Background: an optimization exercise with open tools, aiming at small area. Do not read the settings as production practice.
In this exercise RTL edits were held to simulation tests only and were not proved equivalent to the original.
Power and IR drop assume default switching activity.

## before
// uc_8bits
module uc_8bits (
    input  wire        clk,
    input  wire        clk_valid,
    input  wire        arst_n,
    input  wire [7:0]  in,
    input  wire [15:0] flash_data,
    output wire [7:0]  out0, out1,
    output wire [11:0] pc_out,
    output wire        bootstrapping,
    output wire        cu_state,
    output wire        equal_flag, carry_flag,
    output wire        out_select
);
Size: roughly 2200 cells after synthesis, about 60 I/O pins.
export LEC_CHECK = 0
export ABC_AREA = 1
export CAP_MARGIN = 10
export CORE_MARGIN = 2
export CORE_UTILIZATION = 60
export SLEW_MARGIN = 10
create_clock -name core_clock -period 10.0 [get_ports {clk}]
standard.sh (not shown) runs the stock make flow with config.mk's settings and CLKGATE_MAP_FILE= SYNTH_SCRIPT=/design/flow/synth_recipe.tcl, a recipe that flattens the netlist after the stock synthesis.
==> flow/flow/run.sh <==
#!/bin/bash
# The standard layout (standard.sh) with these changes to how it is made:
# - clock tree synthesis without dummy loads and with larger sink clusters
# - plain buf_1 port buffers
set -euo pipefail
here=$(pwd)
sed "s|^source \$::env(SCRIPTS_DIR)/synth.tcl|proc abc {args} { set i [lsearch \$args -script]; lset args [expr {\$i+1}] $here/flow/abc_area.script; yosys abc {*}\$args }\nsource \$::env(SCRIPTS_DIR)/synth.tcl|" synth_recipe.tcl > flow_synth.tcl
sed "s|SYNTH_SCRIPT=[^ ]*|SYNTH_SCRIPT=$here/flow_synth.tcl|" standard.sh > flow_standard.sh
export CTS_ARGS="-sink_clustering_enable -repair_clock_nets -dont_use_dummy_load -buf_list sky130_fd_sc_hd__clkbuf_8 -sink_clustering_size 16 -sink_clustering_max_diameter 60"
export BUFFER_PORTS_ARGS="-buffer_cell sky130_fd_sc_hd__buf_1"
bash flow_standard.sh > standard_flow.log 2>&1
==> flow/flow/abc_area.script <==
strash
dch -f
amap
strash
dch -f
amap
topo
What after does differently from before at the input level:
-- flow/design.v --
<<< before, line 51
);
    reg        wr_late;
    reg  [7:0] ring_e [0:31];     
    reg  [7:0] ring_o [0:31];     
>>> after, line 51
);
    reg        wr_late;
    reg  [7:0] wbuf;              
    reg  [7:0] ring_e [0:31];     
    reg  [7:0] ring_o [0:31];     
<<< before, line 57
    wire       wr  = now | wr_late;
    wire [4:0] port = pos[5:1];            
    wire [7:0] wd  = swept ? wdata : 8'd0;
    reg  [7:0] rbuf;
    wire [5:0] raddr = fetch ? faddr : addr;
>>> after, line 58
    wire       wr  = now | wr_late;
    wire [4:0] port = pos[5:1];            
    wire [7:0] wd  = swept ? (wr_late ? wbuf : wdata) : 8'd0;
    reg  [7:0] rbuf;
    wire [5:0] raddr = fetch ? faddr : addr;
<<< before, line 75
    integer q;
    always @(posedge clk) begin
        ring_e[0] <= ring_o[31];
        for (q = 1; q < 32; q = q + 1)
>>> after, line 76
    integer q;
    always @(posedge clk) begin
        wbuf <= wdata;
        ring_e[0] <= ring_o[31];
        for (q = 1; q < 32; q = q + 1)
<<< before, line 117
    wire [3:0] ra   = ab[7:4];
    wire [3:0] rb   = ab[3:0];
    wire       f_rd_d  = (f_op == 4'd2) | (f_op == 4'd7);
    wire       ex_st   = (op == 4'd2);
    wire [3:0] rp_addr = state ? (ex_st ? flash_data[11:8] : rb)
                               : (f_rd_d ? flash_data[11:8] : flash_data[7:4]);
    wire [7:0] rp;
    wire [7:0] alu_y;
    wire       alu_eq, alu_c;
>>> after, line 119
    wire [3:0] ra   = ab[7:4];
    wire [3:0] rb   = ab[3:0];
    wire       f_rd_d  = (f_op == 4'd7);
    wire       ex_st   = (op == 4'd2);
    wire [3:0] rp_addr = state ? rb : (f_rd_d ? flash_data[11:8] : flash_data[7:4]);
    wire [7:0] rp, rq;
    wire [7:0] alu_y;
    wire       alu_eq, alu_c;
<<< before, line 128
    wire       ex_v = clk_valid & state;
    reg        st_prev;      
    reg  [7:0] st_next;      
    wire [7:0] sram_q;
    sram_64x8 SRAM (.clk(clk), .arst_n(arst_n), .tau(tau), .swept(swept),
                    .wr_req(ex_v & (ex_st | st_prev)),
                    .addr({ra[1:0], rb}), .fetch(~state), .faddr(flash_data[5:0]),
                    .wdata(ex_st ? a_q : st_next),
                    .rdata(sram_q));
    wire        taken = (op == 4'd3) | ((op == 4'd4) & fl[1]) | ((op == 4'd5) & fl[0]);
>>> after, line 129
    wire       ex_v = clk_valid & state;
    reg        st_prev;      
    wire [7:0] sram_q;
    sram_64x8 SRAM (.clk(clk), .arst_n(arst_n), .tau(tau), .swept(swept),
                    .wr_req(ex_v & (ex_st | st_prev)),
                    .addr({ra[1:0], rb}), .fetch(~state), .faddr(flash_data[5:0]),
                    .wdata(rq),
                    .rdata(sram_q));
    wire        taken = (op == 4'd3) | ((op == 4'd4) & fl[1]) | ((op == 4'd5) & fl[0]);
<<< before, line 160
        if (!state)
            a_q <= (f_op == 4'd6) ? in_val : rp;
        if (state & ex_st)
            st_next <= rp;
    end
    always @(posedge clk or negedge arst_n) begin
>>> after, line 160
        if (!state)
            a_q <= (f_op == 4'd6) ? in_val : rp;
    end
    always @(posedge clk or negedge arst_n) begin
<<< before, line 194
    regfile_ring RF (.clk(clk), .arst_n(arst_n), .tau(tau[3:0]), .swept(swept),
                     .wr_req(rf_we), .waddr(rd), .wdata(rf_wd),
                     .raddr(rp_addr), .rdata(rp));
    assign pc_out        = pc;
    assign bootstrapping = (pc[11:9] == 3'd0);
>>> after, line 192
    regfile_ring RF (.clk(clk), .arst_n(arst_n), .tau(tau[3:0]), .swept(swept),
                     .wr_req(rf_we), .waddr(rd), .wdata(rf_wd),
                     .raddr(rp_addr), .rdata(rp), .raddr2(rd), .rdata2(rq));
    assign pc_out        = pc;
    assign bootstrapping = (pc[11:9] == 3'd0);
<<< before, line 213
    input  wire [7:0] wdata,      
    input  wire [3:0] raddr,
    output wire [7:0] rdata
);
    reg        wr_late;
>>> after, line 211
    input  wire [7:0] wdata,      
    input  wire [3:0] raddr,
    output wire [7:0] rdata,
    input  wire [3:0] raddr2,     
    output wire [7:0] rdata2      
);
    reg        wr_late;
<<< before, line 228
                        ^ {8{rpos[1] ^ rpos[0]}};
    assign rdata = (wr_late & (raddr == waddr)) ? wbuf : (swept ? ring_q : 8'd0);
    always @(posedge clk or negedge arst_n) begin
        if (!arst_n) wr_late <= 1'b0;
>>> after, line 228
                        ^ {8{rpos[1] ^ rpos[0]}};
    assign rdata = (wr_late & (raddr == waddr)) ? wbuf : (swept ? ring_q : 8'd0);
    wire [3:0] rpos2 = raddr2 + tau;
    assign rdata2 = (rpos2[0] ? ring_o[rpos2[3:1]] : ring_e[rpos2[3:1]])
                    ^ {8{rpos2[1] ^ rpos2[0]}};
    always @(posedge clk or negedge arst_n) begin
        if (!arst_n) wr_late <= 1'b0;
### Flow results
after reached the final stage; the timing, DRC and antenna checks on its layout passed.
Taking before as the reference, in after average routed wire per standard cell saw a decrease, final design area excluding fillers rose about 3.6%, sequential share of layout area now smaller, first-pass GRT wire length rose 6.1 mm, total power increased by 700 uW relative to the old numbers.
Sort before and after by wire length, descending, and after comes first.

==> what the ideal ports hide <==
The flow's constraints put no driver on any port. The routed layouts listed below were extracted and timed again, unchanged, in two steps. Step 1 sets driving cells, clkbuf_16 on the clock port and buf_2 on the other inputs (assumed; they add their load-dependent delay and slew). Step 2, shift: input delay + t, output delay - t, t = (earliest + latest rising clock arrival at the registers) / 2. This alone moves slack from input paths to output paths. a / b / c = ideal ports / drivers / drivers and shift; a / b = the first two.
run	t (ns)	slack for setup (ns)	hold WS [ns]	worst register clock-pin slew, ns	worst slew at a driven data input, ns
before	0.703	0.535 / 0.567 / -0.136	0.294 / 0.294 / 0.294	0.11 / 0.11	0.05
after	0.729	0.498 / 0.533 / -0.196	0.287 / 0.287 / 0.287	0.11 / 0.11	0.06
With both steps, setup timing fails in before and after, where it was met with ideal ports. The setup slack of after, which loses most, moves by +0.035 ns with the drivers and by -0.694 ns with both steps.
